Source: an optimization exercise on an open RTL-to-GDS flow (aim: small area and a short achievable clock period). Production flows keep margins and buffers that such runs may drop.
At most, simulation tests tie the RTL to the original design; equivalence was not proved.
Function not checked in run 1: the RTL went through the layout flow alone.
Power is estimated from default activity; no workload was simulated.

==> flow/design.v, too long to show whole: its modules and the start of the top module <==
// module Adder32Bit: 5 lines
// module SignExtender: 8 lines
// module fullAdder: 6 lines
// module halfAdder: 6 lines
// module boothSel: 5 lines
// module boothSel0: 5 lines
// module gpCell: 5 lines
// module andCell: 5 lines
// module xorCell: 5 lines
// module xnorCell: 5 lines
// module alu_stage: 715 lines
module alu_stage(clk, a, b, imm, alu_src, alu_ctl, result, zero);
  // ...
==> flow/flow/run.sh <==
#!/bin/bash
# Layout flow: the standard flow (the standard.sh), except that
#  - the arithmetic primitive modules (full/half adders, Booth selectors) are
#    synthesized as the library cells given in flow/cells.v (the rest of the
#    design goes through the standard synthesis unchanged), each module kept
#    whole until the final flatten;
#  - ports are buffered with buf_4 cells;
#  - flip-flops driving many pins are upsized before the placement repair.
set -euo pipefail
python3 flow/map.py design.v flow/cells.v design_mapped.v > map.log 2>&1
bash standard.sh VERILOG_FILES="$PWD/design_mapped.v" \
  BUFFER_PORTS_ARGS="-buffer_cell sky130_fd_sc_hd__buf_4" \
  PRE_RESIZE_TCL="$PWD/flow/pre_resize.tcl" finish > standard.log 2>&1
==> flow/flow/cells.v <==
// Cell-level bodies for the design's arithmetic primitive modules. map.py puts
// these in place of the RTL bodies of the modules of the same names.
module fullAdder(cin, x, y, cout, s);
	input cin, x, y;
	output cout, s;
	sky130_fd_sc_hd__fa_1 c(.A(x), .B(y), .CIN(cin), .COUT(cout), .SUM(s));
endmodule
module halfAdder(x, y, cout, s);
	input x, y;
	output cout, s;
	sky130_fd_sc_hd__ha_1 c(.A(x), .B(y), .COUT(cout), .SUM(s));
endmodule
module boothSel(onen, twon, inv, an1, an0, pp);
	input onen, twon, inv, an1, an0;
	output pp;
	wire n;
	sky130_fd_sc_hd__o22ai_1 c0(.A1(onen), .A2(an1), .B1(twon), .B2(an0), .Y(n));
	sky130_fd_sc_hd__xor2_1 c1(.A(n), .B(inv), .X(pp));
endmodule
module boothSel0(onen, inv, an1, pp);
	input onen, inv, an1;
	output pp;
	wire n;
	sky130_fd_sc_hd__nor2_1 c0(.A(onen), .B(an1), .Y(n));
	sky130_fd_sc_hd__xor2_1 c1(.A(n), .B(inv), .X(pp));
endmodule
module gpCell(gh, ph, gl, g);
	input gh, ph, gl;
	output g;
	sky130_fd_sc_hd__a21o_1 c(.A1(ph), .A2(gl), .B1(gh), .X(g));
endmodule
module andCell(x, y, z);
	input x, y;
	output z;
	sky130_fd_sc_hd__and2_1 c(.A(x), .B(y), .X(z));
endmodule
module xorCell(x, y, z);
	input x, y;
	output z;
	sky130_fd_sc_hd__xor2_1 c(.A(x), .B(y), .X(z));
endmodule
module xnorCell(x, y, z);
	input x, y;
	output z;
	sky130_fd_sc_hd__xnor2_1 c(.A(x), .B(y), .Y(z));
endmodule
==> flow/flow/map.py <==
#!/usr/bin/env python3
"""map.py DESIGN CELLS OUT: copy DESIGN to OUT with the body of every module
that CELLS also defines replaced by CELLS's cell-level body."""
import re, sys
design, cells, out = sys.argv[1:4]
mod = re.compile(r'^\s*module\s+(\w+).*?^\s*endmodule\b', re.S | re.M)
repl = {m.group(1): m.group(0) for m in mod.finditer(open(cells).read())}
done = set()
def sub(m):
    name = m.group(1)
    if name in repl:
        done.add(name)
        return repl[name]
    return m.group(0)
text = mod.sub(sub, open(design).read())
missing = set(repl) - done
if missing:
    sys.exit(f"map.py: modules not found in {design}: {sorted(missing)}")
open(out, 'w').write(text)
==> flow/flow/pre_resize.tcl <==
# Before the placement repair: flip-flops whose output drives many pins get
# the library's strongest version of their own cell type.
set n 0
foreach inst [get_cells *] {
  set ref [get_property $inst ref_name]
  if {$ref ne "sky130_fd_sc_hd__dfxtp_1"} { continue }
  set q [get_pins -of_objects $inst -filter "direction == output"]
  set net [get_nets -of_objects $q]
  set fo [llength [get_pins -of_objects $net -filter "direction == input"]]
  if {$fo >= 8} {
    replace_cell $inst sky130_fd_sc_hd__dfxtp_4
    incr n
  }
}
puts "pre_resize: $n flip-flops upsized"
==> flow/standard.sh <==
#!/bin/bash
# synth_recipe.tcl (not shown) runs the flow's synth.tcl, then flattens the netlist and writes it again
# the make line also repeats each setting of config.mk as NAME=value (left out here)
make -C /OpenROAD-flow-scripts/flow DESIGN_CONFIG=/design/flow/config.mk WORK_HOME=/design/flow/orfs CLKGATE_MAP_FILE= SYNTH_SCRIPT=/design/flow/synth_recipe.tcl "${@:-finish}"
==> flow/config.mk <==
export PLATFORM = sky130hd
export DESIGN_NAME = alu_stage
export DESIGN_NICKNAME = alu_stage
export VERILOG_FILES = /design/flow/design.v
export SDC_FILE = /design/flow/constraint.sdc
export NUM_CORES = 4
export LEC_CHECK = 0
export ABC_AREA = 1
export CAP_MARGIN = 20
export CORE_MARGIN = 2
export CORE_UTILIZATION = 40
export SLEW_MARGIN = 70
export SYNTH_HIERARCHICAL = 1
export SYNTH_MINIMUM_KEEP_SIZE = 0
==> flow/constraint.sdc <==
create_clock -name core_clock -period 15.0 [get_ports {clk}]
set_input_delay 3.0000 -clock core_clock [delete_from_list [all_inputs] [get_ports {clk}]]
set_output_delay 3.0000 -clock core_clock [all_outputs]
set_load 0.01 [all_outputs]
==> flow_metrics.py, run 1 <==
metrics = {
    "status": {
        "status": "no timing/DRC/antenna violations",
    },
    "logic_synthesis": {
        "yosysMostFrequentCell": "xor2_1",
        "ys.warnings.count": 7,
        "synth_seq_cells": 153,
        "synth_commonest_cells": "xor2_1, o22ai_1, nand2_1",
        "synth_seq_area_share_pct": 18.70,
        "synth-simple-area-share_pct": 11.31,
    },
    "power_and_ir_drop": {
        "p_sw_uw": 1443,
        "ir_worst_vdd_mv": 0.09525,
        "seq_cell_power_uw": 575,
        "power.share.sequential_pct": 19.1,
        "cellInternalPower_uw": 1565,
        "powerClk_uw": 465,
    },
    "clocking": {
        "cts_tree": "built",
        "clockBufferDepth": 2,
        "cts.sinks": 153,
        "postCtsHoldBufs": 0,
    },
    "global_route": {
        "grt_max_degree": 38,
        "gr-usage-met3_pct": 6.354,
        "use_met1_pct": 35.41,
    },
    "sta": {
        "grt_setup_unrepaired": "false",
        "min_period_ps": 5087,
    },
    "floorplanning": {
        "taps": 532,
    },
    "worst_setup_path": {
        "worstPathMaxFanout": 5,
        "worstSetupPathType": "reg -> out",
    },
    "placed_design": {
        "portBuffers": 111,
        "postPlaceCellArea_sq_um": 18260,
        "place_hpwl_microns": 38900,
    },
    "routing": {
        "dr_wl_met3_microns": 4931,
        "firstDrtPassIters": 5,
    },
    "layout": {
        "fin_nets": 2349,
        "fill_cells": 3971,
    },
    "min_path": {
        "holdPathStages": 2,
        "whs_endpoint": "lo_q[0]",
    },
}
==> inputs of run 2 (changes only) <==
--- a/flow/design.v
+++ b/flow/design.v
@@ -48,16 +48,21 @@
 	output z;
 	assign z = x ^ y;
 endmodule
 module xnorCell(x, y, z);
 	input x, y;
 	output z;
 	assign z = ~(x ^ y);
 endmodule
+module norCell(x, y, z);
+	input x, y;
+	output z;
+	assign z = ~(x | y);
+endmodule
 module alu_stage(clk, a, b, imm, alu_src, alu_ctl, result, zero);
 	input clk;
 	input [31:0] a, b;
 	input [9:0] imm;
 	input alu_src;
 	input [2:0] alu_ctl;
 	output [31:0] result;
 	output zero;
@@ -705,25 +710,42 @@
 	halfAdder hpg0(x[24], y[24], hg[0], hp[0]);
 	halfAdder hpg1(x[25], y[25], hg[1], hp[1]);
 	halfAdder hpg2(x[26], y[26], hg[2], hp[2]);
 	halfAdder hpg3(x[27], y[27], hg[3], hp[3]);
 	halfAdder hpg4(x[28], y[28], hg[4], hp[4]);
 	halfAdder hpg5(x[29], y[29], hg[5], hp[5]);
 	halfAdder hpg6(x[30], y[30], hg[6], hp[6]);
 	halfAdder hpg7(x[31], y[31], hg[7], hp[7]);
+	wire [7:1] heq, hn;
+	norCell hn1(x[24], y[24], hn[1]);
+	xorCell hz1(hp[1], hn[1], heq[1]);
+	norCell hn2(x[25], y[25], hn[2]);
+	xorCell hz2(hp[2], hn[2], heq[2]);
+	norCell hn3(x[26], y[26], hn[3]);
+	xorCell hz3(hp[3], hn[3], heq[3]);
+	norCell hn4(x[27], y[27], hn[4]);
+	xorCell hz4(hp[4], hn[4], heq[4]);
+	norCell hn5(x[28], y[28], hn[5]);
+	xorCell hz5(hp[5], hn[5], heq[5]);
+	norCell hn6(x[29], y[29], hn[6]);
+	xorCell hz6(hp[6], hn[6], heq[6]);
+	norCell hn7(x[30], y[30], hn[7]);
+	xorCell hz7(hp[7], hn[7], heq[7]);
 	reg [23:0] lo_q;
 	reg c_q;
 	reg [7:0] p_q;
 	reg [6:0] g_q;
+	reg zh_q;
 	always@(posedge clk) begin
 		lo_q <= lo[23:0];
 		c_q <= lo[24];
 		p_q <= hp;
 		g_q <= hg[6:0];
+		zh_q <= &heq;
 	end
 	wire hg0_0;
 	gpCell gp0_0(g_q[0], p_q[0], c_q, hg0_0);
 	wire hg1_1;
 	gpCell gp1_1(g_q[1], p_q[1], hg0_0, hg1_1);
 	wire hg1_3;
 	gpCell gp1_3(g_q[3], p_q[3], g_q[2], hg1_3);
 	wire hp1_3;
@@ -742,29 +764,22 @@
 	andCell pa2_6(p_q[6], hp1_5, hp2_6);
 	wire hg3_4;
 	gpCell gp3_4(g_q[4], p_q[4], hg2_3, hg3_4);
 	wire hg3_5;
 	gpCell gp3_5(hg1_5, hp1_5, hg2_3, hg3_5);
 	wire hg3_6;
 	gpCell gp3_6(hg2_6, hp2_6, hg2_3, hg3_6);
 	wire [7:0] hcy = {hg3_6, hg3_5, hg3_4, hg2_3, hg2_2, hg1_1, hg0_0, c_q};
-	wire [7:0] hi, heq;
-	wire [7:0] he = {g_q | p_q[6:0], c_q};
+	wire [7:0] hi;
 	xorCell hs0(p_q[0], hcy[0], hi[0]);
 	xorCell hs1(p_q[1], hcy[1], hi[1]);
 	xorCell hs2(p_q[2], hcy[2], hi[2]);
 	xorCell hs3(p_q[3], hcy[3], hi[3]);
 	xorCell hs4(p_q[4], hcy[4], hi[4]);
 	xorCell hs5(p_q[5], hcy[5], hi[5]);
 	xorCell hs6(p_q[6], hcy[6], hi[6]);
 	xorCell hs7(p_q[7], hcy[7], hi[7]);
-	xnorCell hz0(p_q[0], he[0], heq[0]);
-	xnorCell hz1(p_q[1], he[1], heq[1]);
-	xnorCell hz2(p_q[2], he[2], heq[2]);
-	xnorCell hz3(p_q[3], he[3], heq[3]);
-	xnorCell hz4(p_q[4], he[4], heq[4]);
-	xnorCell hz5(p_q[5], he[5], heq[5]);
-	xnorCell hz6(p_q[6], he[6], heq[6]);
-	xnorCell hz7(p_q[7], he[7], heq[7]);
+	wire heq0;
+	xnorCell hz0(p_q[0], c_q, heq0);
 	assign result = {hi, lo_q};
-	assign zero = (lo_q == 24'b0) & (&heq);
+	assign zero = (lo_q == 24'b0) & zh_q & heq0;
 endmodule
--- a/flow/flow/cells.v
+++ b/flow/flow/cells.v
@@ -39,8 +39,13 @@
 	output z;
 	sky130_fd_sc_hd__xor2_1 c(.A(x), .B(y), .X(z));
 endmodule
 module xnorCell(x, y, z);
 	input x, y;
 	output z;
 	sky130_fd_sc_hd__xnor2_1 c(.A(x), .B(y), .Y(z));
 endmodule
+module norCell(x, y, z);
+	input x, y;
+	output z;
+	sky130_fd_sc_hd__nor2_1 c(.A(x), .B(y), .Y(z));
+endmodule
==> run 2 against run 1 <==
Compared with the run above:
- sequential power hardly changed
- cell area about the same
- setup slack gained 110 ps
- first-iteration DRC count up 1.4%
- flip-flop and latch count is 1 higher
- clock skew shrank 2.4 ps
- non-clock buffer count is 6 lower
- largest power group unchanged
==> flow_metrics.py, run 2 <==
metrics = {
    "status": {
        "status": "no timing/DRC/antenna violations",
    },
    "logic_synthesis": {
        "synth_top_area_share_pct": 29.41,
        "synth_seq_area_share_pct": 18.79,
        "synth_area_leaders": "fa_1, dfxtp_1, xor2_1, o22ai_1, nand2_1",
        "synth_edf_count": 0,
        "synth_top_area_cell": "fa_1",
        "netlist_area_sq_um": 16410,
        "synth.net_count": 2203,
        "synth.avg_cell_area_sq_um": 9.019,
        "yosysMostFrequentCell": "xor2_1",
        "synthFlopType": "dfxtp_1",
        "synth_commonest_cells": "xor2_1, o22ai_1, nand2_1",
        "synth.distinct_cells": 30,
        "synth_seq_cells": 154,
        "synth_async_sr_flop_share_pct": 0,
        "syn_inst": 1819,
        "ys.warnings.count": 7,
    },
    "sta": {
        "worstMarginPinSlew_ps": 456.9,
        "maxSlewHeadroom_pct": 69.54,
        "slew_viol_final": 0,
        "hold-worst-slack_ps": 708.1,
        "finalSetupViolCount": 0,
        "fin_setup_tns_ps": 0,
        "skew_ps": 13.19,
        "min_period_over_period_pct": 33.15,
        "min_period_ps": 4973,
        "fin_ws_ps": 10030,
        "grt_setup_unrepaired": "false",
        "max_freq_ghz": 0.2011,
        "hold_viol": 0,
    },
    "clocking": {
        "cts_resized": 0,
        "cts_buffers": 17,
        "cts_root_buffer": "clkbuf_16",
        "clk_pin_slew_worst_paths_ps": 80,
        "cts.sinks": 154,
        "clockBufferDepth": 2,
        "insertion_delay_ps": 470,
        "postCtsHoldBufs": 0,
        "cts_setup_buffers": 0,
        "cts_tree": "built",
        "htree_levels": 4,
    },
    "routing": {
        "drc": 0,
        "ant_nets": 0,
        "firstDrtPassIters": 5,
        "first_iter_violations": 1344,
        "viasPerCell": 5.697,
        "wl_microns": 54830,
        "avgRoutedWirePerCell_microns": 21.83,
        "vias": 14311,
    },
    "layout": {
        "final_common_cell": "xor2_1",
        "fin_nets": 2351,
        "reg_top3": "an_q: 32 flops, cr_q: 32 flops, lo_q: 24 flops",
        "syn_to_final_growth_pct": 15.33,
        "layout_common_cells": "xor2_1, o22ai_1, nand2_1, fa_1, inv_1",
        "antenna_cells": 0,
        "drive_above_1_share_pct": 11.67,
    },
    "min_path": {
        "hp-class": "reg -> reg",
    },
    "floorplanning": {
        "rows": 74,
        "die_y_microns": 206.5,
        "dieArea_sq_um": 42650,
        "initial_core_util_pct": 40.36,
        "pin_count": 112,
        "die_x_microns": 206.5,
        "fp.coreArea_sq_um": 40650,
    },
    "worst_setup_path": {
        "r2r_start": "twon_q[0]",
        "worst_path_max_delay_cell": "dfxtp_1",
        "r2r_slack_ps": 10180,
        "cp_top_family": "compound AO/OA/AOI/OAI gates",
        "cp-endpoint": "result[31]",
        "cp.required_ps": 12000,
        "r2r_end": "zh_q",
        "worstSetupPathType": "reg -> out",
        "arrival_ps": 1970,
        "worstPathMaxFanout": 4,
        "cp_num_buf_inv": 1,
        "cp-start-kind": "flop",
        "crit_path_end_kind": "output pin",
        "path_depth": 6,
        "r2r_cells": 13,
        "crit_chain": "a21o_1, a21o_1, a21o_1, a21o_1, xor2_1, buf_4",
        "cpMostUsedCell": "a21o_1",
        "critPathLaunch": "c_q",
        "slowest_delay_ps": 360,
    },
    "placed_design": {
        "place_hpwl_microns": 39480,
        "gp_congestion": 0.9236,
        "post-place-ws_ps": 10250,
        "portBuffers": 111,
    },
    "run": {
        "max_cap_viol_count": 0,
    },
    "global_route": {
        "antenna_found_initial": 0,
        "track_usage_pct": 26.39,
        "grt_pass1_wl_microns": 85030,
        "grt_pass1_vias": 14569,
        "grt_max_degree": 38,
        "grt_overflow": 0,
    },
    "power_and_ir_drop": {
        "powerDensity_nw_per_um2": 168.7,
        "p_leak_uw": 0.01021,
        "ir_worst_vdd_mv": 0.1265,
    },
}
-- run 2: logic make-up (layout without fill, tap and decap cells) --
| logic type | after synthesis | after routing | synth area share (%) |
|---|---|---|---|
| fa+ha+maj | 305 | 305 | 34.29 |
| xor+xnor | 299 | 299 | 15.96 |
| buf+inv | 172 | 333 | 4.149 |
| flops | 154 | 154 | 18.79 |
| simple gates | 451 | 451 | 11.30 |
| compound gates | 438 | 438 | 15.50 |
-- run 2: metal layers --
| layer | vias up | GRT usage, % | wire length (microns) | share of wire (%) |
|---|---|---|---|---|
| met1 | 6966 | 35.49 | 23260 | 42 |
| met4 | 0 | 8.980 | 1615 | 2.9 |
| li1 | 6480 | - | - | - |
| met3 | 109 | 5.266 | 4790 | 8.7 |
| met2 | 756 | 42.43 | 25170 | 46 |
| met5 | - | 0 | 0 | 0 |
-- run 2: worst min path at each step --
stage,cells after the start,from,to,slack (ps)
after CTS,2,cr_q[0],lo_q[0],700
after global placement,2,cr_q[0],lo_q[0],690
after detailed placement,2,cr_q[0],lo_q[0],690
after floorplan,2,cr_q[0],lo_q[0],530
final,2,cr_q[0],lo_q[0],710
after global routing,2,cr_q[0],lo_q[0],740
-- run 2: per-module statistics from Yosys, one instance, submodules excluded --
module | cells inside | flip-flops and latches
alu_stage | 959 | 154
andCell | 1 | 0
boothSel | 2 | 0
boothSel0 | 2 | 0
fullAdder | 1 | 0
gpCell | 1 | 0
halfAdder | 1 | 0
norCell | 1 | 0
xnorCell | 1 | 0
xorCell | 1 | 0
-- run 2: worst min-delay path, stage by stage (launching register included) --
cell     delay, ps
dfxtp_1        310
ha_1           210
ha_1           160
-- run 2: cell type report --
cell class	count	area [sq um]
Clock inverter	12	123.9
Inverter	148	563.0
Tap cell	532	665.6
Sequential cell	154	3198
Fill cell	3890	21730
Clock buffer	20	478.0
Timing Repair Buffer	153	1235
Multi-Input combinational cell	1493	12660
-- run 2: report_power, final --
group          internal (uW)  leakage (uW)  switching, uW
Sequential               506       0.00129           66.0
Combinational            889       0.00861           1270
Clock                    252      0.000301            204
-- run 2: metrics by stage --
| stage | std cells | area [sq um] | util (%) | power, uW |
|---|---|---|---|---|
| 2_1_floorplan | 1819 | 16410 | - | 2104 |
| 3_3_place_gp | 2477 | 18080 | 44.49 | 2699 |
| 3_5_place_dp | 2480 | 18310 | 45.04 | 2736 |
| 4_1_cts | 2512 | 18910 | 46.52 | 3206 |
| 5_1_grt | 2512 | 18920 | 46.55 | 3515 |
| 6_report | 2512 | 18920 | 46.55 | 3192 |
==> inputs of run 3 (changes only) <==
--- a/flow/flow/run.sh
+++ b/flow/flow/run.sh
@@ -5,9 +5,9 @@
 #    design goes through the standard synthesis unchanged), each module kept
 #    whole until the final flatten;
-#  - ports are buffered with buf_4 cells;
+#  - ports are buffered with buf_2 cells;
 #  - flip-flops driving many pins are upsized before the placement repair.
 set -euo pipefail
 python3 flow/map.py design.v flow/cells.v design_mapped.v > map.log 2>&1
 bash standard.sh VERILOG_FILES="$PWD/design_mapped.v" \
-  BUFFER_PORTS_ARGS="-buffer_cell sky130_fd_sc_hd__buf_4" \
+  BUFFER_PORTS_ARGS="-buffer_cell sky130_fd_sc_hd__buf_2" \
   PRE_RESIZE_TCL="$PWD/flow/pre_resize.tcl" finish > standard.log 2>&1
--- a/flow/config.mk
+++ b/flow/config.mk
@@ -10,4 +10,5 @@
 export CORE_MARGIN = 2
 export CORE_UTILIZATION = 40
+export CTS_BUF_LIST = sky130_fd_sc_hd__clkbuf_8
 export SLEW_MARGIN = 70
 export SYNTH_HIERARCHICAL = 1
==> run 3 against run 2 <==
Compared with the run above:
- global-route usage decreased by 0.20 points
- cell count unchanged
- power decreased by 5.0%
- first-iteration DRC count decreased by 6.3%
- sequential share of layout area increased by 0.44 points
- register-to-register slack improved by 40 ps
- still clean on timing, DRC and antenna
- highest routed layer unchanged
==> flow_metrics.py, run 3 <==
metrics = {
    "status": {
        "status": "no timing/DRC/antenna violations",
    },
    "worst_setup_path": {
        "crit_chain": "a21o_1, a21o_1, a21o_1, a21o_1, xor2_1, buf_2",
        "worst_path_max_delay_cell": "dfxtp_1",
        "worstSetupPathType": "reg -> out",
        "cpMostUsedCell": "a21o_1",
        "cp.required_ps": 12000,
        "crit_path_end_kind": "output pin",
        "cp_top_family": "compound AO/OA/AOI/OAI gates",
        "cp_num_buf_inv": 1,
        "worstPathMaxFanout": 4,
        "arrival_ps": 2030,
        "cp-start-kind": "flop",
        "slowest_delay_ps": 370,
    },
    "layout": {
        "fin_nets": 2351,
        "layout_common_cells": "xor2_1, o22ai_1, nand2_1, fa_1, inv_1",
        "stdcell_area_sq_um": 18480,
        "final_common_cell": "xor2_1",
        "antenna_cells": 0,
        "drive_above_1_share_pct": 11.67,
        "reg_top3": "an_q: 32 flops, cr_q: 32 flops, lo_q: 24 flops",
        "syn_to_final_growth_pct": 12.65,
        "multi_input_area_sq_um": 12660,
        "ff_latch_area_sq_um": 3204,
        "fill_cells": 3951,
    },
    "routing": {
        "firstDrtPassIters": 7,
        "ant_nets": 0,
        "drc": 0,
        "met2_length_microns": 24650,
        "viasPerCell": 5.678,
        "avgRoutedWirePerCell_microns": 21.51,
        "drt-met1-wl_microns": 23150,
        "highest_layer": "met4",
        "first_iter_violations": 1259,
        "wl_microns": 54040,
        "vias": 14263,
        "dr_wl_met3_microns": 4644,
    },
    "logic_synthesis": {
        "synth_seq_area_share_pct": 18.79,
        "synthAdderAreaFrac_pct": 34.29,
        "synthXorXnorAreaFrac_pct": 15.96,
        "synth_seq_cells": 154,
        "synth.avg_cell_area_sq_um": 9.019,
        "synth_area_leaders": "fa_1, dfxtp_1, xor2_1, o22ai_1, nand2_1",
        "synth_commonest_cells": "xor2_1, o22ai_1, nand2_1",
        "synth_top_area_share_pct": 29.41,
        "synth_compound_gate_area_share_pct": 15.50,
        "synth-simple-area-share_pct": 11.30,
        "synthFlopType": "dfxtp_1",
        "syn_inst": 1819,
        "synth_async_sr_flop_share_pct": 0,
        "synth_edf_count": 0,
        "synth_top_area_cell": "fa_1",
        "netlist_area_sq_um": 16410,
        "synth.distinct_cells": 30,
        "ys.warnings.count": 7,
        "synthMuxAreaShare_pct": 0,
        "yosysMostFrequentCell": "xor2_1",
        "synth.net_count": 2203,
        "synth_top_family_by_area": "adder cells",
    },
    "clocking": {
        "insertion_delay_ps": 520,
        "htree_levels": 4,
        "cts.sinks": 154,
        "clockBufferDepth": 2,
        "clk_pin_slew_worst_paths_ps": 110,
        "cts_buffers": 17,
        "cts_root_buffer": "clkbuf_8",
        "cts_tree": "built",
        "cts_resized": 0,
        "postCtsHoldBufs": 0,
        "cts_setup_buffers": 0,
    },
    "global_route": {
        "grt_pass1_wl_microns": 84140,
        "track_usage_pct": 26.19,
        "antenna_found_initial": 0,
        "grt_pass1_vias": 14616,
        "grt_overflow": 0,
        "grt_max_degree": 38,
    },
    "floorplanning": {
        "die_x_microns": 206.5,
        "dieArea_sq_um": 42650,
        "initial_core_util_pct": 40.36,
        "fp.coreArea_sq_um": 40650,
        "die_y_microns": 206.5,
        "rows": 74,
        "pin_count": 112,
    },
    "sta": {
        "min_period_ps": 5026,
        "hold_viol": 0,
        "skew_ps": 26.19,
        "fin_setup_tns_ps": 0,
        "slew_viol_final": 0,
        "worstMarginPinSlew_ps": 456.8,
        "min_period_over_period_pct": 33.51,
        "max_freq_ghz": 0.1990,
        "finalSetupViolCount": 0,
        "grt_setup_unrepaired": "false",
        "maxSlewHeadroom_pct": 69.54,
        "fin_ws_ps": 9974,
    },
    "placed_design": {
        "portBuffers": 111,
        "postPlaceCellArea_sq_um": 18060,
        "gp_congestion": 0.9048,
        "place_hpwl_microns": 39480,
        "post-place-ws_ps": 10290,
    },
    "power_and_ir_drop": {
        "powerDensity_nw_per_um2": 164.0,
        "p_leak_uw": 0.01004,
        "ir_worst_vdd_mv": 0.1442,
    },
    "min_path": {
        "hp-class": "reg -> reg",
    },
    "run": {
        "max_cap_viol_count": 0,
    },
}
## run 3: cell counts after synthesis
Identical to the previous run, type by type.
## run 3: cell families (layout without fill, tap and decap cells)
family	after synthesis	in the layout
XOR/XNOR	299	299
AND/OR/NAND/NOR	451	451
buffers and inverters	172	333
adder cells (fa/ha/maj)	305	305
flip-flops	154	154
AO/OA/AOI/OAI	438	438
## run 3: where the power goes
group / switching (uW) / internal (uW) / leakage, uW
Combinational: 1250 / 851 / 0.00853
Clock: 187 / 170 / 0.000224
Sequential: 67.3 / 505 / 0.00129
## run 3: worst register-to-register path, stage by stage, from the launching register on
cell     delay (ps)
dfxtp_1         320
buf_4           340
o22ai_1         200
xor2_1          270
fa_1            480
fa_1            560
fa_1            460
fa_1            390
fa_1            500
fa_1            430
ha_1            310
xor2_1          200
nand4_1         150
nor2_1          110
## run 3: area by class of cell
| class | count | area share, % |
|---|---|---|
| multi-input combinational | 1493 | 68.51 |
| inverter | 148 | 3.047 |
| timing repair buffer | 153 | 5.240 |
| clock inverter | 14 | 0.9207 |
| sequential | 154 | 17.34 |
| clock buffer | 18 | 1.340 |
| tap | 532 | 3.602 |
## run 3: Yosys stat by module, one instance, submodules excluded
| module | cell area, sq um | flip-flops and latches |
|---|---|---|
| xnorCell | 8.758 | 0 |
| boothSel0 | 12.51 | 0 |
| fullAdder | 20.02 | 0 |
| gpCell | 7.507 | 0 |
| norCell | 3.754 | 0 |
| boothSel | 15.01 | 0 |
| andCell | 6.256 | 0 |
| xorCell | 8.758 | 0 |
| halfAdder | 12.51 | 0 |
| alu_stage | 6797 | 154 |
## run 3: path summary, 6_finish.rpt
| check | start | end | slack [ps] | cells past startpoint |
|---|---|---|---|---|
| max | c_q | result[30] | 9970 | 6 |
| min | cr_q[0] | lo_q[0] | 760 | 2 |
| max reg2reg | twon_q[0] | zh_q | 10220 | 13 |
| min reg2reg | cr_q[0] | lo_q[0] | 760 | 2 |
## run 3: routing by layer
layer	up-vias	track usage (%)
met5	-	0
met3	100	6.213
met1	6983	35.06
met4	0	9.158
met2	693	41.46
li1	6487	-
## run 3: metrics by stage
step | std cells | total power, uW | utilization [%] | hold slack [ps]
3_5_place_dp | 2480 | 2687 | 44.42 | 741.3
4_1_cts | 2512 | 3056 | 45.45 | 751.4
3_3_place_gp | 2475 | 2673 | 43.77 | 690.5
5_1_grt | 2512 | 3389 | 45.47 | 809.6
6_report | 2512 | 3031 | 45.47 | 758.7
2_1_floorplan | 1819 | 2104 | - | 530.2

what the ideal ports hide:
No port has a modelled driver above. Below, the same layouts with a new extraction and two added sets of constraints. Step 1 assumes that a clkbuf_16 drives the clock port and a buf_2 every other input. Step 2, shift: input delay + t, output delay - t, t = (earliest + latest rising clock arrival at the registers) / 2. This alone moves slack from input paths to output paths. Slacks: ideal / step 1 / step 2; pairs: ideal / step 1.
| run | t (ns) | setup WS [ns] | hold slack, ns | latest minus earliest clock arrival (ns) | worst register clock-pin slew, ns |
|---|---|---|---|---|---|
| run 1 | 0.507 | 9.913 / 9.862 / 10.233 | 0.669 / 0.669 / 0.669 | 0.016 / 0.016 | 0.08 / 0.08 |
| run 2 | 0.514 | 10.027 / 9.974 / 10.178 | 0.708 / 0.708 / 0.708 | 0.013 / 0.014 | 0.08 / 0.08 |
| run 3 | 0.556 | 9.974 / 9.927 / 10.218 | 0.759 / 0.759 / 0.759 | 0.027 / 0.027 | 0.11 / 0.11 |
After both steps every run listed still meets setup and hold.
